Source: an optimization exercise on an open RTL-to-GDS flow (aim: small area, a short achievable clock period and few clock cycles per item). Production flows keep margins and buffers that such runs may drop. No functional check of the RTL was part of any run shown here.

==> flow/design.v, too long to show whole: its modules and the start of the top module <==
// module logarithm: 1749 lines
// module log_fa: 4 lines
// module log_xor: 3 lines
// module log_maj: 3 lines
// module log_a22oi: 3 lines
// module log_and: 3 lines
// module log_nand: 3 lines
// module log_nor: 3 lines
// module log_inv: 3 lines
// module log_aoi21: 3 lines
// module log_oai21: 3 lines
// module log_xnor: 3 lines
// module log_or: 3 lines
module logarithm #(
	parameter n = 16,
	parameter m = 24,
	parameter k = 5 ,
	parameter p = 24
) (
	input        clk  ,  
	input        reset,  
	input        start,
	input  [0:n] x    ,
	output [1:p] y    ,
	output       done
);
  // ...
==> flow/flow/run.sh <==
#!/bin/bash
# Standard layout, with the smallest buffer on the ports instead of the
# delay buffer that buffer_ports picks by default.
set -e
export BUFFER_PORTS_ARGS="-buffer_cell sky130_fd_sc_hd__buf_1"
bash standard.sh finish > standard_flow.log 2>&1
==> flow/standard.sh <==
#!/bin/bash
# synth_recipe.tcl (not shown) runs the flow's synth.tcl, then flattens the netlist and writes it again
# the make line also repeats each setting of config.mk as NAME=value (left out here)
make -C /OpenROAD-flow-scripts/flow DESIGN_CONFIG=/design/flow/config.mk WORK_HOME=/design/flow/orfs CLKGATE_MAP_FILE= SYNTH_SCRIPT=/design/flow/synth_recipe.tcl "${@:-finish}"
==> flow/config.mk <==
export PLATFORM = sky130hd
export DESIGN_NAME = logarithm
export DESIGN_NICKNAME = logarithm
export VERILOG_FILES = /design/flow/design.v
export SDC_FILE = /design/flow/constraint.sdc
export NUM_CORES = 4
export LEC_CHECK = 0
export CAP_MARGIN = 20
export CORE_MARGIN = 2
export CORE_UTILIZATION = 40
export SETUP_SLACK_MARGIN = 4.0
export SLEW_MARGIN = 60
export SYNTH_HIERARCHICAL = 1
export SYNTH_MINIMUM_KEEP_SIZE = 0
==> flow/constraint.sdc <==
create_clock -name core_clock -period 9.0 [get_ports {clk}]
set_input_delay 1.8000 -clock core_clock [delete_from_list [all_inputs] [get_ports {clk}]]
set_output_delay 1.8000 -clock core_clock [all_outputs]
set_load 0.01 [all_outputs]
==> notes.md, run 1 <==
The total placed cells including tap cells is 1,740. The hold path depth is 2. The setup TNS is 0 ns. After legalization and detailed placement, the total HPWL measured 22,500 um. The synthesized design spends more area on one cell type than any other, namely fa_1. The number of antenna repair diodes is 0. For this design, the slowest cell found on the critical path is a2111oi_2. The largest register by flop count is f. Leaving out fill and tap cells, the most frequent cells in the layout are nand2_1 (377), fa_1 (180), xor2_1 (150). Entering global routing, the biggest net connects 35 pins. The number of global-route vias before repair is 9,609. The run finished with no timing, DRC or antenna violations.

The startpoint identified for the worst hold timing path is sr[20]$_SDFFCE_PP0N_. Of the available clock period, the critical path in the final layout requires 53.4%. The number of antenna violations at the first check in global routing is 0. The detailed route wirelength on metal3 is 1640 um. The met2 track demand over resource came out at 38.3%. The clock passes through at most 2 buffers. The buffers plus inverters on the worst setup path is 2. The tightest hold path in the finished design has a slack of 0.538 ns. The number of flip-flops under the largest register name came out at 24. The routed metal-1 wirelength came out at 13,100 um. Wires add up to 30,600 um. The met2 wire length came out at approximately 15,000 um. The buffer type at the clock tree root is clkbuf_16. The placeable core region came out at 27,800 um2.
==> run 2, diff against run 1 <==
--- a/flow/design.v
+++ b/flow/design.v
@@ -7,84 +7,107 @@
 	input        clk  ,  
 	input        reset,  
 	input        start,
 	input  [0:n] x    ,
 	output [1:p] y    ,
 	output       done
 );
 	reg  [23:0] f;
+	reg  [24:0] r;           
 	wire s1;
 	wire c2;
 	wire s3;
 	wire c4;
 	wire s5;
 	wire c6;
 	wire s7;
 	wire c8;
 	wire s9;
 	wire c10;
 	wire s11;
 	wire c12;
 	wire s13;
 	wire c14;
+	wire ps13;
 	wire s15;
 	wire c16;
 	wire s17;
 	wire c18;
 	wire s19;
 	wire c20;
+	wire ps19;
 	wire s21;
 	wire c22;
+	wire ps21;
 	wire s23;
 	wire c24;
 	wire s25;
 	wire c26;
+	wire ps25;
 	wire s27;
 	wire c28;
+	wire ps27;
 	wire s29;
 	wire c30;
+	wire ps29;
 	wire s31;
 	wire c32;
 	wire s33;
 	wire c34;
+	wire ps33;
 	wire s35;
 	wire c36;
+	wire ps35;
 	wire s37;
 	wire c38;
+	wire ps37;
 	wire s39;
 	wire c40;
 	wire s41;
 	wire c42;
+	wire ps41;
 	wire s43;
 	wire c44;
+	wire ps43;
 	wire s45;
 	wire c46;
+	wire ps45;
 	wire s47;
 	wire c48;
+	wire ps47;
 	wire s49;
 	wire c50;
+	wire ps49;
 	wire s51;
 	wire c52;
+	wire ps51;
 	wire s53;
 	wire c54;
+	wire ps53;
 	wire s55;
 	wire c56;
+	wire ps55;
 	wire s57;
 	wire c58;
+	wire ps57;
 	wire s59;
 	wire c60;
+	wire ps59;
 	wire s61;
 	wire c62;
+	wire ps61;
 	wire s63;
 	wire c64;
 	wire s65;
 	wire c66;
+	wire ps65;
 	wire s67;
 	wire c68;
+	wire ps67;
 	wire s69;
 	wire c70;
 	wire s71;
 	wire c72;
 	wire s73;
 	wire c74;
 	wire s75;
 	wire c76;
@@ -128,74 +151,87 @@
 	wire c114;
 	wire ps113;
 	wire s115;
 	wire c116;
 	wire s117;
 	wire c118;
 	wire s119;
 	wire c120;
+	wire ps119;
 	wire s121;
 	wire c122;
 	wire s123;
 	wire c124;
 	wire s125;
 	wire c126;
+	wire ps125;
 	wire s127;
 	wire c128;
 	wire s129;
 	wire c130;
+	wire ps129;
 	wire s131;
 	wire c132;
+	wire ps131;
 	wire s133;
 	wire c134;
 	wire s135;
 	wire c136;
+	wire ps135;
 	wire s137;
 	wire c138;
+	wire ps137;
 	wire s139;
 	wire c140;
 	wire s141;
 	wire c142;
+	wire ps141;
 	wire s143;
 	wire c144;
 	wire ps143;
 	wire s145;
 	wire c146;
 	wire ps145;
 	wire s147;
 	wire c148;
 	wire ps147;
 	wire s149;
 	wire c150;
 	wire ps149;
 	wire s151;
 	wire c152;
+	wire ps151;
 	wire s153;
 	wire c154;
 	wire ps153;
 	wire s155;
 	wire c156;
 	wire ps155;
 	wire s157;
 	wire c158;
 	wire s159;
 	wire c160;
+	wire ps159;
 	wire s161;
 	wire c162;
+	wire ps161;
 	wire s163;
 	wire c164;
 	wire s165;
 	wire c166;
+	wire ps165;
 	wire s167;
 	wire c168;
+	wire ps167;
 	wire s169;
 	wire c170;
 	wire s171;
 	wire c172;
+	wire ps171;
 	wire s173;
 	wire c174;
 	wire s175;
 	wire c176;
 	wire s177;
 	wire c178;
 	wire s179;
 	wire c180;
@@ -207,16 +243,17 @@
 	wire s185;
 	wire c186;
 	wire s187;
 	wire c188;
 	wire s189;
 	wire c190;
 	wire s191;
 	wire c192;
+	wire ps191;
 	wire s193;
 	wire c194;
 	wire s195;
 	wire c196;
 	wire s197;
 	wire c198;
 	wire s199;
 	wire c200;
@@ -275,16 +312,17 @@
 	wire s253;
 	wire c254;
 	wire s255;
 	wire c256;
 	wire s257;
 	wire c258;
 	wire s259;
 	wire c260;
+	wire ps259;
 	wire s261;
 	wire c262;
 	wire ps261;
 	wire s263;
 	wire c264;
 	wire s265;
 	wire c266;
 	wire ps265;
@@ -305,16 +343,17 @@
 	wire s277;
 	wire c278;
 	wire ps277;
 	wire s279;
 	wire c280;
 	wire ps279;
 	wire s281;
 	wire c282;
+	wire ps281;
 	wire s283;
 	wire c284;
 	wire ps283;
 	wire s285;
 	wire c286;
 	wire ps285;
 	wire s287;
 	wire c288;
@@ -324,17 +363,16 @@
 	wire s291;
 	wire c292;
 	wire ps291;
 	wire s293;
 	wire c294;
 	wire ps293;
 	wire s295;
 	wire c296;
-	wire ps295;
 	wire s297;
 	wire c298;
 	wire s299;
 	wire c300;
 	wire s301;
 	wire c302;
 	wire ps301;
 	wire s303;
@@ -345,16 +383,17 @@
 	wire c308;
 	wire s309;
 	wire c310;
 	wire ps309;
 	wire s311;
 	wire c312;
 	wire s313;
 	wire c314;
+	wire ps313;
 	wire s315;
 	wire c316;
 	wire s317;
 	wire c318;
 	wire s319;
 	wire c320;
 	wire s321;
 	wire c322;
@@ -401,20 +440,23 @@
 	wire s363;
 	wire c364;
 	wire s365;
 	wire c366;
 	wire s367;
 	wire c368;
 	wire s369;
 	wire c370;
+	wire ps369;
 	wire s371;
 	wire c372;
+	wire ps371;
 	wire s373;
 	wire c374;
+	wire ps373;
 	wire s375;
 	wire c376;
 	wire ps375;
 	wire s377;
 	wire c378;
 	wire ps377;
 	wire s379;
 	wire c380;
@@ -443,17 +485,16 @@
 	wire s395;
 	wire c396;
 	wire ps395;
 	wire s397;
 	wire c398;
 	wire ps397;
 	wire s399;
 	wire c400;
-	wire ps399;
 	wire s401;
 	wire c402;
 	wire s403;
 	wire c404;
 	wire s405;
 	wire c406;
 	wire s407;
 	wire c408;
@@ -498,21 +539,23 @@
 	wire s447;
 	wire c448;
 	wire s449;
 	wire c450;
 	wire s451;
 	wire c452;
 	wire s453;
 	wire c454;
+	wire ps453;
 	wire s455;
 	wire c456;
 	wire ps455;
 	wire s457;
 	wire c458;
+	wire ps457;
 	wire s459;
 	wire c460;
 	wire ps459;
 	wire s461;
 	wire c462;
 	wire ps461;
 	wire s463;
 	wire c464;
@@ -892,48 +935,92 @@
 	log_xnor us3 (~(f[0] & f[18]), ~(f[1] & f[17]), s3);
 	log_or uc4 (~(f[0] & f[18]), ~(f[1] & f[17]), c4);
 	log_fa us5 (~(f[0] & f[19]), ~(f[1] & f[18]), ~(f[2] & f[17]), s5, c6);
 	log_xnor us7 (~(f[3] & f[16]), ~(f[4] & f[15]), s7);
 	log_or uc8 (~(f[3] & f[16]), ~(f[4] & f[15]), c8);
 	log_fa us9 (~(f[0] & f[20]), ~(f[1] & f[19]), ~(f[2] & f[18]), s9, c10);
 	log_xnor us11 (~(f[3] & f[17]), ~(f[4] & f[16]), s11);
 	log_or uc12 (~(f[3] & f[17]), ~(f[4] & f[16]), c12);
-	log_fa us13 (~(f[0] & f[21]), ~(f[1] & f[20]), ~(f[2] & f[19]), s13, c14);
+	log_xor ups13 (~(f[0] & f[21]), ~(f[1] & f[20]), ps13);
+	log_xor us13 (ps13, ~(f[2] & f[19]), s13);
+	log_maj uc14 (~(f[0] & f[21]), ~(f[1] & f[20]), ~(f[2] & f[19]), c14);
 	log_fa us15 (~(f[3] & f[18]), ~(f[4] & f[17]), ~(f[5] & f[16]), s15, c16);
 	log_xnor us17 (~(f[6] & f[15]), ~(f[7] & f[14]), s17);
 	log_or uc18 (~(f[6] & f[15]), ~(f[7] & f[14]), c18);
-	log_fa us19 (~(f[0] & f[22]), ~(f[1] & f[21]), ~(f[2] & f[20]), s19, c20);
-	log_fa us21 (~(f[3] & f[19]), ~(f[4] & f[18]), ~(f[5] & f[17]), s21, c22);
+	log_xor ups19 (~(f[0] & f[22]), ~(f[1] & f[21]), ps19);
+	log_xor us19 (ps19, ~(f[2] & f[20]), s19);
+	log_maj uc20 (~(f[0] & f[22]), ~(f[1] & f[21]), ~(f[2] & f[20]), c20);
+	log_xor ups21 (~(f[3] & f[19]), ~(f[4] & f[18]), ps21);
+	log_xor us21 (ps21, ~(f[5] & f[17]), s21);
+	log_maj uc22 (~(f[3] & f[19]), ~(f[4] & f[18]), ~(f[5] & f[17]), c22);
 	log_xnor us23 (~(f[6] & f[16]), ~(f[7] & f[15]), s23);
 	log_or uc24 (~(f[6] & f[16]), ~(f[7] & f[15]), c24);
-	log_fa us25 (~(f[0] & f[23]), ~(f[1] & f[22]), ~(f[2] & f[21]), s25, c26);
-	log_fa us27 (~(f[3] & f[20]), ~(f[4] & f[19]), ~(f[5] & f[18]), s27, c28);
-	log_fa us29 (~(f[6] & f[17]), ~(f[7] & f[16]), ~(f[8] & f[15]), s29, c30);
+	log_xor ups25 (~(f[0] & f[23]), ~(f[1] & f[22]), ps25);
+	log_xor us25 (ps25, ~(f[2] & f[21]), s25);
+	log_maj uc26 (~(f[0] & f[23]), ~(f[1] & f[22]), ~(f[2] & f[21]), c26);
+	log_xor ups27 (~(f[3] & f[20]), ~(f[4] & f[19]), ps27);
+	log_xor us27 (ps27, ~(f[5] & f[18]), s27);
+	log_maj uc28 (~(f[3] & f[20]), ~(f[4] & f[19]), ~(f[5] & f[18]), c28);
+	log_xor ups29 (~(f[6] & f[17]), ~(f[7] & f[16]), ps29);
+	log_xor us29 (ps29, ~(f[8] & f[15]), s29);
+	log_maj uc30 (~(f[6] & f[17]), ~(f[7] & f[16]), ~(f[8] & f[15]), c30);
 	log_xnor us31 (~(f[9] & f[14]), ~(f[10] & f[13]), s31);
 	log_or uc32 (~(f[9] & f[14]), ~(f[10] & f[13]), c32);
-	log_fa us33 (~(f[1] & f[23]), ~(f[2] & f[22]), ~(f[3] & f[21]), s33, c34);
-	log_fa us35 (~(f[4] & f[20]), ~(f[5] & f[19]), ~(f[6] & f[18]), s35, c36);
-	log_fa us37 (~(f[7] & f[17]), ~(f[8] & f[16]), ~(f[9] & f[15]), s37, c38);
+	log_xor ups33 (~(f[1] & f[23]), ~(f[2] & f[22]), ps33);
+	log_xor us33 (ps33, ~(f[3] & f[21]), s33);
+	log_maj uc34 (~(f[1] & f[23]), ~(f[2] & f[22]), ~(f[3] & f[21]), c34);
+	log_xor ups35 (~(f[4] & f[20]), ~(f[5] & f[19]), ps35);
+	log_xor us35 (ps35, ~(f[6] & f[18]), s35);
+	log_maj uc36 (~(f[4] & f[20]), ~(f[5] & f[19]), ~(f[6] & f[18]), c36);
+	log_xor ups37 (~(f[7] & f[17]), ~(f[8] & f[16]), ps37);
+	log_xor us37 (ps37, ~(f[9] & f[15]), s37);
+	log_maj uc38 (~(f[7] & f[17]), ~(f[8] & f[16]), ~(f[9] & f[15]), c38);
 	log_xnor us39 (~(f[10] & f[14]), ~(f[11] & f[13]), s39);
 	log_or uc40 (~(f[10] & f[14]), ~(f[11] & f[13]), c40);
-	log_fa us41 (~(f[2] & f[23]), ~(f[3] & f[22]), ~(f[4] & f[21]), s41, c42);
-	log_fa us43 (~(f[5] & f[20]), ~(f[6] & f[19]), ~(f[7] & f[18]), s43, c44);
-	log_fa us45 (~(f[8] & f[17]), ~(f[9] & f[16]), ~(f[10] & f[15]), s45, c46);
-	log_fa us47 (~(f[11] & f[14]), ~(f[12] & f[13]), ~f[13], s47, c48);
-	log_fa us49 (~(f[3] & f[23]), ~(f[4] & f[22]), ~(f[5] & f[21]), s49, c50);
-	log_fa us51 (~(f[6] & f[20]), ~(f[7] & f[19]), ~(f[8] & f[18]), s51, c52);
-	log_fa us53 (~(f[9] & f[17]), ~(f[10] & f[16]), ~(f[11] & f[15]), s53, c54);
-	log_fa us55 (~(f[4] & f[23]), ~(f[5] & f[22]), ~(f[6] & f[21]), s55, c56);
-	log_fa us57 (~(f[7] & f[20]), ~(f[8] & f[19]), ~(f[9] & f[18]), s57, c58);
-	log_fa us59 (~(f[10] & f[17]), ~(f[11] & f[16]), ~(f[12] & f[15]), s59, c60);
-	log_fa us61 (~(f[5] & f[23]), ~(f[6] & f[22]), ~(f[7] & f[21]), s61, c62);
+	log_xor ups41 (~(f[2] & f[23]), ~(f[3] & f[22]), ps41);
+	log_xor us41 (ps41, ~(f[4] & f[21]), s41);
+	log_maj uc42 (~(f[2] & f[23]), ~(f[3] & f[22]), ~(f[4] & f[21]), c42);
+	log_xor ups43 (~(f[5] & f[20]), ~(f[6] & f[19]), ps43);
+	log_xor us43 (ps43, ~(f[7] & f[18]), s43);
+	log_maj uc44 (~(f[5] & f[20]), ~(f[6] & f[19]), ~(f[7] & f[18]), c44);
+	log_xor ups45 (~(f[8] & f[17]), ~(f[9] & f[16]), ps45);
+	log_xor us45 (ps45, ~(f[10] & f[15]), s45);
+	log_maj uc46 (~(f[8] & f[17]), ~(f[9] & f[16]), ~(f[10] & f[15]), c46);
+	log_xor ups47 (~(f[11] & f[14]), ~(f[12] & f[13]), ps47);
+	log_xor us47 (ps47, ~f[13], s47);
+	log_maj uc48 (~(f[11] & f[14]), ~(f[12] & f[13]), ~f[13], c48);
+	log_xor ups49 (~(f[3] & f[23]), ~(f[4] & f[22]), ps49);
+	log_xor us49 (ps49, ~(f[5] & f[21]), s49);
+	log_maj uc50 (~(f[3] & f[23]), ~(f[4] & f[22]), ~(f[5] & f[21]), c50);
+	log_xor ups51 (~(f[6] & f[20]), ~(f[7] & f[19]), ps51);
+	log_xor us51 (ps51, ~(f[8] & f[18]), s51);
+	log_maj uc52 (~(f[6] & f[20]), ~(f[7] & f[19]), ~(f[8] & f[18]), c52);
+	log_xor ups53 (~(f[9] & f[17]), ~(f[10] & f[16]), ps53);
+	log_xor us53 (ps53, ~(f[11] & f[15]), s53);
+	log_maj uc54 (~(f[9] & f[17]), ~(f[10] & f[16]), ~(f[11] & f[15]), c54);
+	log_xor ups55 (~(f[4] & f[23]), ~(f[5] & f[22]), ps55);
+	log_xor us55 (ps55, ~(f[6] & f[21]), s55);
+	log_maj uc56 (~(f[4] & f[23]), ~(f[5] & f[22]), ~(f[6] & f[21]), c56);
+	log_xor ups57 (~(f[7] & f[20]), ~(f[8] & f[19]), ps57);
+	log_xor us57 (ps57, ~(f[9] & f[18]), s57);
+	log_maj uc58 (~(f[7] & f[20]), ~(f[8] & f[19]), ~(f[9] & f[18]), c58);
+	log_xor ups59 (~(f[10] & f[17]), ~(f[11] & f[16]), ps59);
+	log_xor us59 (ps59, ~(f[12] & f[15]), s59);
+	log_maj uc60 (~(f[10] & f[17]), ~(f[11] & f[16]), ~(f[12] & f[15]), c60);
+	log_xor ups61 (~(f[5] & f[23]), ~(f[6] & f[22]), ps61);
+	log_xor us61 (ps61, ~(f[7] & f[21]), s61);
+	log_maj uc62 (~(f[5] & f[23]), ~(f[6] & f[22]), ~(f[7] & f[21]), c62);
 	log_fa us63 (~(f[8] & f[20]), ~(f[9] & f[19]), ~(f[10] & f[18]), s63, c64);
-	log_fa us65 (~(f[6] & f[23]), ~(f[7] & f[22]), ~(f[8] & f[21]), s65, c66);
-	log_fa us67 (~(f[9] & f[20]), ~(f[10] & f[19]), ~(f[11] & f[18]), s67, c68);
+	log_xor ups65 (~(f[6] & f[23]), ~(f[7] & f[22]), ps65);
+	log_xor us65 (ps65, ~(f[8] & f[21]), s65);
+	log_maj uc66 (~(f[6] & f[23]), ~(f[7] & f[22]), ~(f[8] & f[21]), c66);
+	log_xor ups67 (~(f[9] & f[20]), ~(f[10] & f[19]), ps67);
+	log_xor us67 (ps67, ~(f[11] & f[18]), s67);
+	log_maj uc68 (~(f[9] & f[20]), ~(f[10] & f[19]), ~(f[11] & f[18]), c68);
 	log_fa us69 (~(f[7] & f[23]), ~(f[8] & f[22]), ~(f[9] & f[21]), s69, c70);
 	log_fa us71 (~(f[8] & f[23]), ~(f[9] & f[22]), ~(f[10] & f[21]), s71, c72);
 	log_xnor us73 (~(f[0] & f[11]), ~(f[1] & f[10]), s73);
 	log_or uc74 (~(f[0] & f[11]), ~(f[1] & f[10]), c74);
 	log_xnor us75 (~(f[0] & f[12]), ~(f[1] & f[11]), s75);
 	log_or uc76 (~(f[0] & f[12]), ~(f[1] & f[11]), c76);
 	log_fa us77 (~(f[0] & f[13]), ~(f[1] & f[12]), ~(f[2] & f[11]), s77, c78);
 	log_xnor us79 (~(f[3] & f[10]), ~(f[4] & f[9]), s79);
@@ -957,67 +1044,95 @@
 	log_fa us107 (~(f[8] & f[10]), c2, s3, s107, c108);
 	log_fa us109 (~(f[5] & f[14]), ~(f[6] & f[13]), ~(f[7] & f[12]), s109, c110);
 	log_fa us111 (~(f[8] & f[11]), ~(f[9] & f[10]), ~f[10], s111, c112);
 	log_xor ups113 (c4, s7, ps113);
 	log_xor us113 (ps113, s5, s113);
 	log_maj uc114 (c4, s7, s5, c114);
 	log_fa us115 (~(f[5] & f[15]), ~(f[6] & f[14]), ~(f[7] & f[13]), s115, c116);
 	log_fa us117 (~(f[8] & f[12]), ~(f[9] & f[11]), c8, s117, c118);
-	log_fa us119 (s11, c6, s9, s119, c120);
+	log_xor ups119 (s11, c6, ps119);
+	log_xor us119 (ps119, s9, s119);
+	log_maj uc120 (s11, c6, s9, c120);
 	log_fa us121 (~(f[8] & f[13]), ~(f[9] & f[12]), ~(f[10] & f[11]), s121, c122);
 	log_fa us123 (~f[11], c12, s17, s123, c124);
-	log_fa us125 (c10, s13, s15, s125, c126);
+	log_xor ups125 (c10, s13, ps125);
+	log_xor us125 (ps125, s15, s125);
+	log_maj uc126 (c10, s13, s15, c126);
 	log_fa us127 (~(f[8] & f[14]), ~(f[9] & f[13]), ~(f[10] & f[12]), s127, c128);
-	log_fa us129 (c18, s23, c14, s129, c130);
-	log_fa us131 (c16, s19, s21, s131, c132);
+	log_xor ups129 (c18, s23, ps129);
+	log_xor us129 (ps129, c14, s129);
+	log_maj uc130 (c18, s23, c14, c130);
+	log_xor ups131 (c16, s19, ps131);
+	log_xor us131 (ps131, s21, s131);
+	log_maj uc132 (c16, s19, s21, c132);
 	log_fa us133 (~(f[11] & f[12]), ~f[12], c24, s133, c134);
-	log_fa us135 (s31, c20, c22, s135, c136);
-	log_fa us137 (s25, s27, s29, s137, c138);
+	log_xor ups135 (s31, c20, ps135);
+	log_xor us135 (ps135, c22, s135);
+	log_maj uc136 (s31, c20, c22, c136);
+	log_xor ups137 (s25, s27, ps137);
+	log_xor us137 (ps137, s29, s137);
+	log_maj uc138 (s25, s27, s29, c138);
 	log_fa us139 (~f[0], c32, s39, s139, c140);
-	log_fa us141 (c26, c28, c30, s141, c142);
+	log_xor ups141 (c26, c28, ps141);
+	log_xor us141 (ps141, c30, s141);
+	log_maj uc142 (c26, c28, c30, c142);
 	log_xor ups143 (s33, s35, ps143);
 	log_xor us143 (ps143, s37, s143);
 	log_maj uc144 (s33, s35, s37, c144);
 	log_xor ups145 (~f[1], c40, ps145);
 	log_xor us145 (ps145, c34, s145);
 	log_maj uc146 (~f[1], c40, c34, c146);
 	log_xor ups147 (c36, c38, ps147);
 	log_xor us147 (ps147, s41, s147);
 	log_maj uc148 (c36, c38, s41, c148);
 	log_xor ups149 (s43, s45, ps149);
 	log_xor us149 (ps149, s47, s149);
 	log_maj uc150 (s43, s45, s47, c150);
-	log_fa us151 (~(f[12] & f[14]), ~f[2], c42, s151, c152);
+	log_xor ups151 (~(f[12] & f[14]), ~f[2], ps151);
+	log_xor us151 (ps151, c42, s151);
+	log_maj uc152 (~(f[12] & f[14]), ~f[2], c42, c152);
 	log_xor ups153 (c44, c46, ps153);
 	log_xor us153 (ps153, s49, s153);
 	log_maj uc154 (c44, c46, s49, c154);
 	log_xor ups155 (s51, s53, ps155);
 	log_xor us155 (ps155, c48, s155);
 	log_maj uc156 (s51, s53, c48, c156);
 	log_fa us157 (~(f[13] & f[14]), ~f[14], ~f[3], s157, c158);
-	log_fa us159 (c50, c52, c54, s159, c160);
-	log_fa us161 (s55, s57, s59, s161, c162);
+	log_xor ups159 (c50, c52, ps159);
+	log_xor us159 (ps159, c54, s159);
+	log_maj uc160 (c50, c52, c54, c160);
+	log_xor ups161 (s55, s57, ps161);
+	log_xor us161 (ps161, s59, s161);
+	log_maj uc162 (s55, s57, s59, c162);
 	log_fa us163 (~(f[11] & f[17]), ~(f[12] & f[16]), ~(f[13] & f[15]), s163, c164);
-	log_fa us165 (~f[4], c56, c58, s165, c166);
-	log_fa us167 (c60, s61, s63, s167, c168);
+	log_xor ups165 (~f[4], c56, ps165);
+	log_xor us165 (ps165, c58, s165);
+	log_maj uc166 (~f[4], c56, c58, c166);
+	log_xor ups167 (c60, s61, ps167);
+	log_xor us167 (ps167, s63, s167);
+	log_maj uc168 (c60, s61, s63, c168);
 	log_fa us169 (~(f[12] & f[17]), ~(f[13] & f[16]), ~(f[14] & f[15]), s169, c170);
-	log_fa us171 (~f[15], ~f[5], c62, s171, c172);
+	log_xor ups171 (~f[15], ~f[5], ps171);
+	log_xor us171 (ps171, c62, s171);
+	log_maj uc172 (~f[15], ~f[5], c62, c172);
 	log_fa us173 (c64, s65, s67, s173, c174);
 	log_fa us175 (~(f[10] & f[20]), ~(f[11] & f[19]), ~(f[12] & f[18]), s175, c176);
 	log_fa us177 (~(f[13] & f[17]), ~(f[14] & f[16]), ~f[6], s177, c178);
 	log_xor ups179 (c66, c68, ps179);
 	log_xor us179 (ps179, s69, s179);
 	log_maj uc180 (c66, c68, s69, c180);
 	log_fa us181 (~(f[11] & f[20]), ~(f[12] & f[19]), ~(f[13] & f[18]), s181, c182);
 	log_fa us183 (~(f[14] & f[17]), ~(f[15] & f[16]), ~f[16], s183, c184);
 	log_fa us185 (~f[7], c70, s71, s185, c186);
 	log_fa us187 (~(f[9] & f[23]), ~(f[10] & f[22]), ~(f[11] & f[21]), s187, c188);
 	log_fa us189 (~(f[12] & f[20]), ~(f[13] & f[19]), ~(f[14] & f[18]), s189, c190);
-	log_fa us191 (~(f[15] & f[17]), ~f[8], c72, s191, c192);
+	log_xor ups191 (~(f[15] & f[17]), ~f[8], ps191);
+	log_xor us191 (ps191, c72, s191);
+	log_maj uc192 (~(f[15] & f[17]), ~f[8], c72, c192);
 	log_fa us193 (~(f[10] & f[23]), ~(f[11] & f[22]), ~(f[12] & f[21]), s193, c194);
 	log_fa us195 (~(f[13] & f[20]), ~(f[14] & f[19]), ~(f[15] & f[18]), s195, c196);
 	log_fa us197 (~(f[16] & f[17]), ~f[17], ~f[9], s197, c198);
 	log_fa us199 (~(f[11] & f[23]), ~(f[12] & f[22]), ~(f[13] & f[21]), s199, c200);
 	log_fa us201 (~(f[14] & f[20]), ~(f[15] & f[19]), ~(f[16] & f[18]), s201, c202);
 	log_fa us203 (~(f[12] & f[23]), ~(f[13] & f[22]), ~(f[14] & f[21]), s203, c204);
 	log_fa us205 (~(f[15] & f[20]), ~(f[16] & f[19]), ~(f[17] & f[18]), s205, c206);
 	log_fa us207 (~(f[13] & f[23]), ~(f[14] & f[22]), ~(f[15] & f[21]), s207, c208);
@@ -1045,17 +1160,19 @@
 	log_fa us243 (c90, s95, c86, s243, c244);
 	log_fa us245 (c88, s91, s93, s245, c246);
 	log_fa us247 (c96, c92, c94, s247, c248);
 	log_fa us249 (s97, s99, s101, s249, c250);
 	log_fa us251 (c98, c100, s103, s251, c252);
 	log_fa us253 (s105, c102, s107, s253, c254);
 	log_fa us255 (c104, c106, s109, s255, c256);
 	log_fa us257 (s111, c108, s113, s257, c258);
-	log_fa us259 (c110, s115, s117, s259, c260);
+	log_xor ups259 (c110, s115, ps259);
+	log_xor us259 (ps259, s117, s259);
+	log_maj uc260 (c110, s115, s117, c260);
 	log_xor ups261 (c112, s119, ps261);
 	log_xor us261 (ps261, c114, s261);
 	log_maj uc262 (c112, s119, c114, c262);
 	log_fa us263 (c116, s121, c118, s263, c264);
 	log_xor ups265 (s123, c120, ps265);
 	log_xor us265 (ps265, s125, s265);
 	log_maj uc266 (s123, c120, s125, c266);
 	log_fa us267 (c122, s127, c124, s267, c268);
@@ -1072,49 +1189,51 @@
 	log_xor us275 (ps275, c136, s275);
 	log_maj uc276 (c134, s139, c136, c276);
 	log_xor ups277 (s141, c138, ps277);
 	log_xor us277 (ps277, s143, s277);
 	log_maj uc278 (s141, c138, s143, c278);
 	log_xor ups279 (c140, s145, ps279);
 	log_xor us279 (ps279, c142, s279);
 	log_maj uc280 (c140, s145, c142, c280);
-	log_fa us281 (s147, c144, s149, s281, c282);
+	log_xor ups281 (s147, c144, ps281);
+	log_xor us281 (ps281, s149, s281);
+	log_maj uc282 (s147, c144, s149, c282);
 	log_xor ups283 (s151, c146, ps283);
 	log_xor us283 (ps283, s153, s283);
 	log_maj uc284 (s151, c146, s153, c284);
 	log_xor ups285 (c148, c150, ps285);
 	log_xor us285 (ps285, s155, s285);
 	log_maj uc286 (c148, c150, s155, c286);
 	log_xor ups287 (s157, c152, ps287);
 	log_xor us287 (ps287, s159, s287);
 	log_maj uc288 (s157, c152, s159, c288);
 	log_fa us289 (c154, s161, c156, s289, c290);
 	log_xor ups291 (s163, c158, ps291);
 	log_xor us291 (ps291, c160, s291);
 	log_maj uc292 (s163, c158, c160, c292);
 	log_xor ups293 (s165, c162, ps293);
 	log_xor us293 (ps293, s167, s293);
 	log_maj uc294 (s165, c162, s167, c294);
-	log_xor ups295 (c164, s169, ps295);
-	log_xor us295 (ps295, s171, s295);
-	log_maj uc296 (c164, s169, s171, c296);
+	log_fa us295 (c164, s169, s171, s295, c296);
 	log_fa us297 (c166, c168, s173, s297, c298);
 	log_fa us299 (c170, s175, s177, s299, c300);
 	log_xor ups301 (c172, s179, ps301);
 	log_xor us301 (ps301, c174, s301);
 	log_maj uc302 (c172, s179, c174, c302);
 	log_fa us303 (c176, s181, s183, s303, c304);
 	log_fa us305 (c178, s185, c180, s305, c306);
 	log_fa us307 (c182, s187, s189, s307, c308);
 	log_xor ups309 (c184, s191, ps309);
 	log_xor us309 (ps309, c186, s309);
 	log_maj uc310 (c184, s191, c186, c310);
 	log_fa us311 (c188, c190, s193, s311, c312);
-	log_fa us313 (s195, s197, c192, s313, c314);
+	log_xor ups313 (s195, s197, ps313);
+	log_xor us313 (ps313, c192, s313);
+	log_maj uc314 (s195, s197, c192, c314);
 	log_fa us315 (~f[10], c194, c196, s315, c316);
 	log_fa us317 (s199, s201, c198, s317, c318);
 	log_fa us319 (~f[18], ~f[11], c200, s319, c320);
 	log_fa us321 (c202, s203, s205, s321, c322);
 	log_fa us323 (~(f[16] & f[20]), ~(f[17] & f[19]), ~f[12], s323, c324);
 	log_fa us325 (c204, c206, s207, s325, c326);
 	log_fa us327 (~(f[17] & f[20]), ~(f[18] & f[19]), ~f[19], s327, c328);
 	log_fa us329 (~f[13], c208, s209, s329, c330);
@@ -1134,19 +1253,25 @@
 	log_fa us353 (c218, s221, c216, s353, c354);
 	log_fa us355 (c222, c220, s223, s355, c356);
 	log_fa us357 (c224, s227, c226, s357, c358);
 	log_fa us359 (c228, s231, c230, s359, c360);
 	log_fa us361 (s235, c232, s237, s361, c362);
 	log_fa us363 (c236, s239, c238, s363, c364);
 	log_fa us365 (c240, s243, c242, s365, c366);
 	log_fa us367 (c244, s247, c246, s367, c368);
-	log_fa us369 (c248, s251, c250, s369, c370);
-	log_fa us371 (s255, c252, c254, s371, c372);
-	log_fa us373 (c256, s259, c258, s373, c374);
+	log_xor ups369 (c248, s251, ps369);
+	log_xor us369 (ps369, c250, s369);
+	log_maj uc370 (c248, s251, c250, c370);
+	log_xor ups371 (s255, c252, ps371);
+	log_xor us371 (ps371, c254, s371);
+	log_maj uc372 (s255, c252, c254, c372);
+	log_xor ups373 (c256, s259, ps373);
+	log_xor us373 (ps373, c258, s373);
+	log_maj uc374 (c256, s259, c258, c374);
 	log_xor ups375 (c260, s263, ps375);
 	log_xor us375 (ps375, c262, s375);
 	log_maj uc376 (c260, s263, c262, c376);
 	log_xor ups377 (s267, c264, ps377);
 	log_xor us377 (ps377, c266, s377);
 	log_maj uc378 (s267, c264, c266, c378);
 	log_xor ups379 (c268, s271, ps379);
 	log_xor us379 (ps379, c270, s379);
@@ -1173,19 +1298,17 @@
 	log_xor us393 (ps393, s301, s393);
 	log_maj uc394 (s299, c296, s301, c394);
 	log_xor ups395 (c300, s303, ps395);
 	log_xor us395 (ps395, c302, s395);
 	log_maj uc396 (c300, s303, c302, c396);
 	log_xor ups397 (c304, s307, ps397);
 	log_xor us397 (ps397, s309, s397);
 	log_maj uc398 (c304, s307, s309, c398);
-	log_xor ups399 (s311, c308, ps399);
-	log_xor us399 (ps399, s313, s399);
-	log_maj uc400 (s311, c308, s313, c400);
+	log_fa us399 (s311, c308, s313, s399, c400);
 	log_fa us401 (s315, c312, s317, s401, c402);
 	log_fa us403 (s319, c316, s321, s403, c404);
 	log_fa us405 (s323, c320, s325, s405, c406);
 	log_fa us407 (s327, c324, s329, s407, c408);
 	log_fa us409 (s331, c328, s333, s409, c410);
 	log_fa us411 (c332, s335, s337, s411, c412);
 	log_fa us413 (~f[16], c336, s339, s413, c414);
 	log_fa us415 (~f[21], ~f[17], c340, s415, c416);
@@ -1204,21 +1327,25 @@
 	log_fa us437 (s225, c354, s355, s437, c438);
 	log_fa us439 (s229, c356, s357, s439, c440);
 	log_fa us441 (s233, s359, c358, s441, c442);
 	log_fa us443 (c234, c360, s361, s443, c444);
 	log_fa us445 (s241, s363, c362, s445, c446);
 	log_fa us447 (s245, s365, c364, s447, c448);
 	log_fa us449 (s249, c366, s367, s449, c450);
 	log_fa us451 (s253, c368, s369, s451, c452);
-	log_fa us453 (s257, s371, c370, s453, c454);
+	log_xor ups453 (s257, s371, ps453);
+	log_xor us453 (ps453, c370, s453);
+	log_maj uc454 (s257, s371, c370, c454);
 	log_xor ups455 (s261, s373, ps455);
 	log_xor us455 (ps455, c372, s455);
 	log_maj uc456 (s261, s373, c372, c456);
-	log_fa us457 (s265, c374, s375, s457, c458);
+	log_xor ups457 (s265, c374, ps457);
+	log_xor us457 (ps457, s375, s457);
+	log_maj uc458 (s265, c374, s375, c458);
 	log_xor ups459 (s269, s377, ps459);
 	log_xor us459 (ps459, c376, s459);
 	log_maj uc460 (s269, s377, c376, c460);
 	log_xor ups461 (s273, s379, ps461);
 	log_xor us461 (ps461, c378, s461);
 	log_maj uc462 (s273, s379, c378, c462);
 	log_xor ups463 (s277, s381, ps463);
 	log_xor us463 (ps463, c380, s463);
@@ -1661,96 +1788,34 @@
 	log_xor u_sum45 (pp_[45], cy[45], t[45]);
 	log_xor u_sum46 (pp_[46], cy[46], t[46]);
 	log_xor u_sum47 (pp_[47], cy[47], t[47]);
 	log_xor u_sum48 (pp_[48], cy[48], t[48]);
 	log_xor u_sum49 (pp_[49], cy[49], t[49]);
 	assign t[23:0] = 24'd0;
 	wire [25:0] s  = t[49:24];
 	wire        b  = f >= 24'd6949351;
-	wire ge1 = f >= 24'd1518468;
-	wire ge2 = f >= 24'd3174369;
-	wire ge3 = f >= 24'd4980142;
-	wire ge4 = b;
-	wire ge5 = f >= 24'd9096789;
-	wire ge6 = f >= 24'd11438586;
-	wire ge7 = f >= 24'd13992335;
-	wire tb0 = ge4;
-	wire tb1 = (tb0 ? ge6 : ge2);
-	wire tb2 = (tb0 ? (tb1 ? ge7 : ge5) : (tb1 ? ge3 : ge1));
-	wire [2:0] tbits = {tb0, tb1, tb2};
-	reg  [21:0] sr;          
-	wire        dn = sr[21];
-	wire        sh = ~dn & b;      
-	wire        sk = ~dn & ~b;     
-	wire        hd = dn & ~start;  
-	wire [23:0] fh;
-	log_and u_hold0 (hd, f[0], fh[0]);
-	log_and u_hold1 (hd, f[1], fh[1]);
-	log_and u_hold2 (hd, f[2], fh[2]);
-	log_and u_hold3 (hd, f[3], fh[3]);
-	log_and u_hold4 (hd, f[4], fh[4]);
-	log_and u_hold5 (hd, f[5], fh[5]);
-	log_and u_hold6 (hd, f[6], fh[6]);
-	log_and u_hold7 (hd, f[7], fh[7]);
-	log_and u_hold8 (hd, f[8], fh[8]);
-	log_and u_hold9 (hd, f[9], fh[9]);
-	log_and u_hold10 (hd, f[10], fh[10]);
-	log_and u_hold11 (hd, f[11], fh[11]);
-	log_and u_hold12 (hd, f[12], fh[12]);
-	log_and u_hold13 (hd, f[13], fh[13]);
-	log_and u_hold14 (hd, f[14], fh[14]);
-	log_and u_hold15 (hd, f[15], fh[15]);
-	log_and u_hold16 (hd, f[16], fh[16]);
-	log_and u_hold17 (hd, f[17], fh[17]);
-	log_and u_hold18 (hd, f[18], fh[18]);
-	log_and u_hold19 (hd, f[19], fh[19]);
-	log_and u_hold20 (hd, f[20], fh[20]);
-	log_and u_hold21 (hd, f[21], fh[21]);
-	log_and u_hold22 (hd, f[22], fh[22]);
-	log_and u_hold23 (hd, f[23], fh[23]);
-	wire [23:0] fs;              
-	log_a22oi u_sel0 (sh, s[1], sk, s[0], fs[0]);
-	log_a22oi u_sel1 (sh, s[2], sk, s[1], fs[1]);
-	log_a22oi u_sel2 (sh, s[3], sk, s[2], fs[2]);
-	log_a22oi u_sel3 (sh, s[4], sk, s[3], fs[3]);
-	log_a22oi u_sel4 (sh, s[5], sk, s[4], fs[4]);
-	log_a22oi u_sel5 (sh, s[6], sk, s[5], fs[5]);
-	log_a22oi u_sel6 (sh, s[7], sk, s[6], fs[6]);
-	log_a22oi u_sel7 (sh, s[8], sk, s[7], fs[7]);
-	log_a22oi u_sel8 (sh, s[9], sk, s[8], fs[8]);
-	log_a22oi u_sel9 (sh, s[10], sk, s[9], fs[9]);
-	log_a22oi u_sel10 (sh, s[11], sk, s[10], fs[10]);
-	log_a22oi u_sel11 (sh, s[12], sk, s[11], fs[11]);
-	log_a22oi u_sel12 (sh, s[13], sk, s[12], fs[12]);
-	log_a22oi u_sel13 (sh, s[14], sk, s[13], fs[13]);
-	log_a22oi u_sel14 (sh, s[15], sk, s[14], fs[14]);
-	log_a22oi u_sel15 (sh, s[16], sk, s[15], fs[15]);
-	log_a22oi u_sel16 (sh, s[17], sk, s[16], fs[16]);
-	log_a22oi u_sel17 (sh, s[18], sk, s[17], fs[17]);
-	log_a22oi u_sel18 (sh, s[19], sk, s[18], fs[18]);
-	log_a22oi u_sel19 (sh, s[20], sk, s[19], fs[19]);
-	log_a22oi u_sel20 (sh, s[21], sk, s[20], fs[20]);
-	log_a22oi u_sel21 (sh, s[22], sk, s[21], fs[21]);
-	log_a22oi u_sel22 (sh, s[23], sk, s[22], fs[22]);
-	log_a22oi u_sel23 (sh, s[25], sk, s[23], fs[23]);
+	wire        ld = r[24];
+	wire        sh = ~ld & b;    
+	wire        sk = ~ld & ~b;   
 	always @(posedge clk)
-		f <= ~fs | fh | ({24{start & x[0]}} & {x[1:n], {(m-n){1'b0}}});
+		f <= ({24{sh}} & {s[25], s[23:1]}) | ({24{sk}} & s[23:0]) |
+		     ({24{ld}} & {x[1:n], {(m-n){1'b0}}});
 	always @(posedge clk or negedge reset) begin
 		if (~reset)
-			sr[21] <= 1'b1;
-		else if (start | ~dn)
-			sr[21] <= start ? 1'b0 : sr[20];
+			r[24] <= 1'b1;
+		else if (start | ~r[24])
+			r[24] <= start ? 1'b0 : r[23];
 	end
 	always @(posedge clk) begin
-		if (start | ~dn)
-			sr[20:0] <= start ? 21'd1 : {sr[19:0], b};
+		if (start | ~r[24])
+			r[23:0] <= start ? 24'd1 : {r[22:0], b & x[0]};
 	end
-	assign done = dn;
-	assign y    = {sr[20:0], tbits};
+	assign done = r[24];
+	assign y    = r[23:0];
 endmodule
 module log_fa (input a, input b, input c, output s, output co);
 	assign s  = a ^ b ^ c;
 	assign co = (a & b) | (a & c) | (b & c);
 endmodule
 module log_xor (input a, input b, output y);
 	assign y = a ^ b;
 endmodule
==> flow/config.mk (replaced) <==
export PLATFORM = sky130hd
export DESIGN_NAME = logarithm
export DESIGN_NICKNAME = logarithm
export VERILOG_FILES = /design/flow/design.v
export SDC_FILE = /design/flow/constraint.sdc
export NUM_CORES = 4
export LEC_CHECK = 0
export CAP_MARGIN = 20
export CORE_MARGIN = 2
export CORE_UTILIZATION = 40
export CTS_BUF_LIST = sky130_fd_sc_hd__clkbuf_4 sky130_fd_sc_hd__clkbuf_8
export SETUP_SLACK_MARGIN = 3.8
export SLEW_MARGIN = 60
export SYNTH_HIERARCHICAL = 1
export SYNTH_MINIMUM_KEEP_SIZE = 0
==> notes.md, run 2 <==
Fill cells in the final layout number 2,846. The cell class contributing the biggest share of worst-path delay is adder cells. The number of pins exceeding their max-slew limit in the final report is 0.

By area the synthesized netlist is led by fa_1 (25%), xor2_1 (18%), nand2_1 (12%). The number of global-route vias before repair is 9,523 (-0.89%).

For this run, the number of Yosys warnings is 7. The clock-pin slew reported for the worst setup and hold paths after clock tree synthesis is 0.10 ns. The quantity of hold-fixing buffers added after cts came out at 0.

In this run the clock root is driven by a clkbuf_8. The first-iteration detailed-routing DRC count came out at about 570. Buffers placed on the I/O ports in this run total 44. The pin count of the biggest net entering global routing came out at 44 (+26%). The top fanout value on the critical path came out at 23.

The relative slew slack is 62.2%. The share of the clock period used by the worst path after layout was 53.4% (unchanged). The top cell type by area accounts for between 20 and 25% of the synthesized area. The final worst clock skew came out at 0.00577 ns.

The final-layout worst hold slack is 0.535 ns (-0.00272 ns). The number of antenna repair diodes came to 0 (unchanged). The last weighted congestion value of the routability-driven placer came out at 0.830. The data required time of the critical path is approximately 9.2 ns. The number of antenna violations at the first check in global routing is 0 (unchanged). Detailed routing inserted a total of 9,272 vias. The proportion of layout cells with a drive suffix above 1 is 13.5%. The fmax came out at between 200 and 250 MHz. Setup repair after global routing left no endpoint under its margin.

The met2 track demand over resource was 37.3% (-0.92 points). Setup violations remaining at the end of the flow were counted as 0. The largest register by flop count is r. Counting every sink on the clock net gives 49. The met3 usage in global routing is 1.16%. Leaving out fill and tap cells, the most frequent cells in the layout are nand2_1 (359), xor2_1 (234), fa_1 (138). The average wire length per cell after detail routing came out at 16.7 um. The CTS tree is done. The final HPWL from detailed placement came out at 21,100 um (-6.3%). The first global-routing pass estimated ~49,000 um of wire. nand2_1 is the most common cell in the netlist. The final net count came out at 1,552. The number of synthesized register bits came out at 49.

In the global route stage, met1 resource usage came out at 28.5%. The number of vias per cell after detailed routing is 5.23. The slowest stage of the critical path belongs to the cell fa_1. The iteration count of the initial detailed-routing pass is 6. The placeable core region came out at 27,600 um2 (-0.55%). The post-synthesis async set-or-reset flop share came out at 2.04%.

The transition time at the pin with the least slew margin is 0.566 ns. The routed design could run at a clock period as short as 4.80 ns. The worst setup path is launched from a register. fa_1 takes more of the synthesized area than any other cell. The average cell area after synthesis is 8.00 um2. The sum of overflow across all layers after global routing is 0. The number of buffers between clock root and the deepest sink is 2 (unchanged). The sequential share of the synthesized area is 11.0%. The setup TNS is 0 ns (unchanged). The floorplan step set the die width to 171 um.

The count of antenna-violating nets left after detailed routing is 0. The TritonCTS buffer count is 5.

Leaving out fill and tap cells, the most frequent cell in the layout is nand2_1. In the synthesized netlist the dominant register cell turns out to be edfxtp_1. The die area came out at 29,300 um2. Relative to the synthesized area, the layout overhead comes to 5.99%.

The number of primary I/O pins is 45. In this run the worst hold path is classified as register to register. The global routing usage summed across all routing layers came out at 21.1%. The signal on the critical path passes through buf_4 -> nand2_1 -> fa_1 -> fa_1 -> fa_1 -> xor2_1 -> xor2_1 -> nor2_1 -> a21oi_2 -> o21ai_2 -> a21oi_2 -> o21ai_1 -> a21oi_2 -> o21ai_1 -> xor2_1 -> o21ai_0 -> a21oi_1. The type of destination of the critical path is a register.

The type of the worst setup path is register to register. For this configuration, the core starts out at a cell density of between 40 and 50%. The global routing stage identified its most utilized layer as met2.

The max-cap violation count came out at 0. The number of flip-flops under the largest register name is 25 (+4.2%). The insertion delay of the later-clocked pin in the worst-skew pair came out at 0.31 ns.

From bottom edge to top edge, the die measures 171 um. In the synthesized netlist, the number of instances is 1,397. Counting instances in the post-synthesis netlist gives the leading cell types as nand2_1 (359), xor2_1 (234), fa_1 (138). The final count of hold timing violations came out at 0. The synthesized netlist occupies a cell area of approximately 11,000 um2.

The largest registers in the layout are r (25), f (24). The flow ran to the end and the layout has no timing, DRC or antenna violations. The data arrival time of the critical path came out at 5.01 ns. The count of flip-flops with a built-in enable after synthesis is 24. The buffers plus inverters on the worst setup path came out at 1 (-1). The count of different cell masters after synthesis is 33. The total wire length after detailed routing is 29,600 um (-3.3%).

The longest individual stage delay on the worst path is 0.57 ns. The post-detailed-route DRC marker count came out at 0. The deepest level of the CTS H-tree came out at 2. The number of cell rows is a little over 60.
run 2: repair_timing:
action	CTS	global route
buffers inserted	0	1
gates resized for setup	0	7
endpoints found under the setup margin	0	17
run 2: worst register-to-register path, cell delays in order (launching register included):
cell and delay [ns]:
dfxtp_1 0.37, buf_4 0.35, nand2_1 0.15, fa_1 0.56
fa_1 0.46, fa_1 0.57, xor2_1 0.18, xor2_1 0.32
nor2_1 0.14, a21oi_2 0.21, o21ai_2 0.17, a21oi_2 0.49
o21ai_1 0.19, a21oi_2 0.15, o21ai_1 0.08, xor2_1 0.16
o21ai_0 0.07, a21oi_1 0.08
run 2: kinds of logic after synthesis:
kind of cell               count (synthesis)  synth area share, %
AOI/OAI and AO/OA                        169                 9.50
adders and majority gates                231                 34.1
buffers and inverters                    170                 6.01
other                                      1               0.0336
xor gates and xnor gates                 257                 20.1
and+or+nand+nor                          520                 19.2
DFF                                       49                 11.0
run 2: path summary, 6_finish.rpt:
| kind | start | end | slack (ns) | cells after the start |
|---|---|---|---|---|
| worst max-delay path | f[22]$_DFF_P_ | f[23]$_DFF_P_ | 4.20 | 17 |
| worst min-delay path | r[23]$_SDFFCE_PP0P_ | r[24]$_DFFE_PN1P_ | 0.54 | 2 |
| worst min register to register | r[23]$_SDFFCE_PP0P_ | r[24]$_DFFE_PN1P_ | 0.54 | 2 |
| worst max register to register | f[22]$_DFF_P_ | f[23]$_DFF_P_ | 4.20 | 17 |
| min in group asynchronous | reset | r[24]$_DFFE_PN1P_ | 1.41 | 1 |
| max in group asynchronous | reset | r[24]$_DFFE_PN1P_ | 7.57 | 1 |
run 2: Yosys stat by module (local to each module, per instance), excerpt:
module,flip-flops and latches,cells inside
log_xnor,0,1
log_maj,0,1
log_xor,0,1
logarithm,49,596
log_inv,0,1
log_oai21,0,1
log_nor,0,1
log_aoi21,0,1
log_nand,0,1
log_or,0,1
run 2: layout make-up:
class                           instances  area (um2)  share of cell area, %
Multi-Input combinational cell       1183        9330                   78.8
Sequential cell                        49        1250                   10.6
Tap cell                              378         473                   3.99
Timing Repair Buffer                   68         372                   3.14
Inverter                               87         327                   2.76
Clock buffer                            5        68.8                  0.581
Clock inverter                          3        21.3                  0.180
run 2: through the flow:
step,cells,cell area (um2),setup WS [ns],utilization (%)
after floorplan,1402,11200,4.25,-
after global placement,1763,11700,3.40,42.2
after detailed placement,1763,11700,3.95,42.3
after CTS,1771,11800,3.87,42.6
after global routing,1773,11800,3.86,42.9
final,1773,11800,4.20,42.9
run 2: routing by layer:
layer / up-vias / routed length, um
li1: 4372 / -
met1: 4641 / 13400
met2: 220 / 14600
met3: 39 / 1180
met4: 0 / 495
met5: - / 0

re-timing with driven ports:
No port has a modelled driver above. Below, the same layouts with a new extraction and two added sets of constraints. Step 1 (the two cells are an assumption about what drives the block):
set clk [get_ports {clk}]
set_driving_cell -lib_cell sky130_fd_sc_hd__clkbuf_16 $clk
set_driving_cell -lib_cell sky130_fd_sc_hd__buf_2 [delete_from_list [all_inputs] $clk]
Step 2 also shifts input and output timing later by t, the mid clock arrival at the registers, as if the neighbouring blocks saw the same clock. Slacks: ideal / step 1 / step 2; pairs: ideal / step 1.
run | t (ns) | setup WS [ns] | clock arrival spread, ns | worst register clock-pin slew, ns | cell pins on the clock port's net
run 1 | 0.345 | 4.198 / 4.158 / 4.261 | 0.006 / 0.006 | 0.07 / 0.07 | 1
run 2 | 0.338 | 4.198 / 4.198 / 4.198 | 0.005 / 0.006 | 0.10 / 0.10 | 1
After both steps every run listed still meets setup and hold.
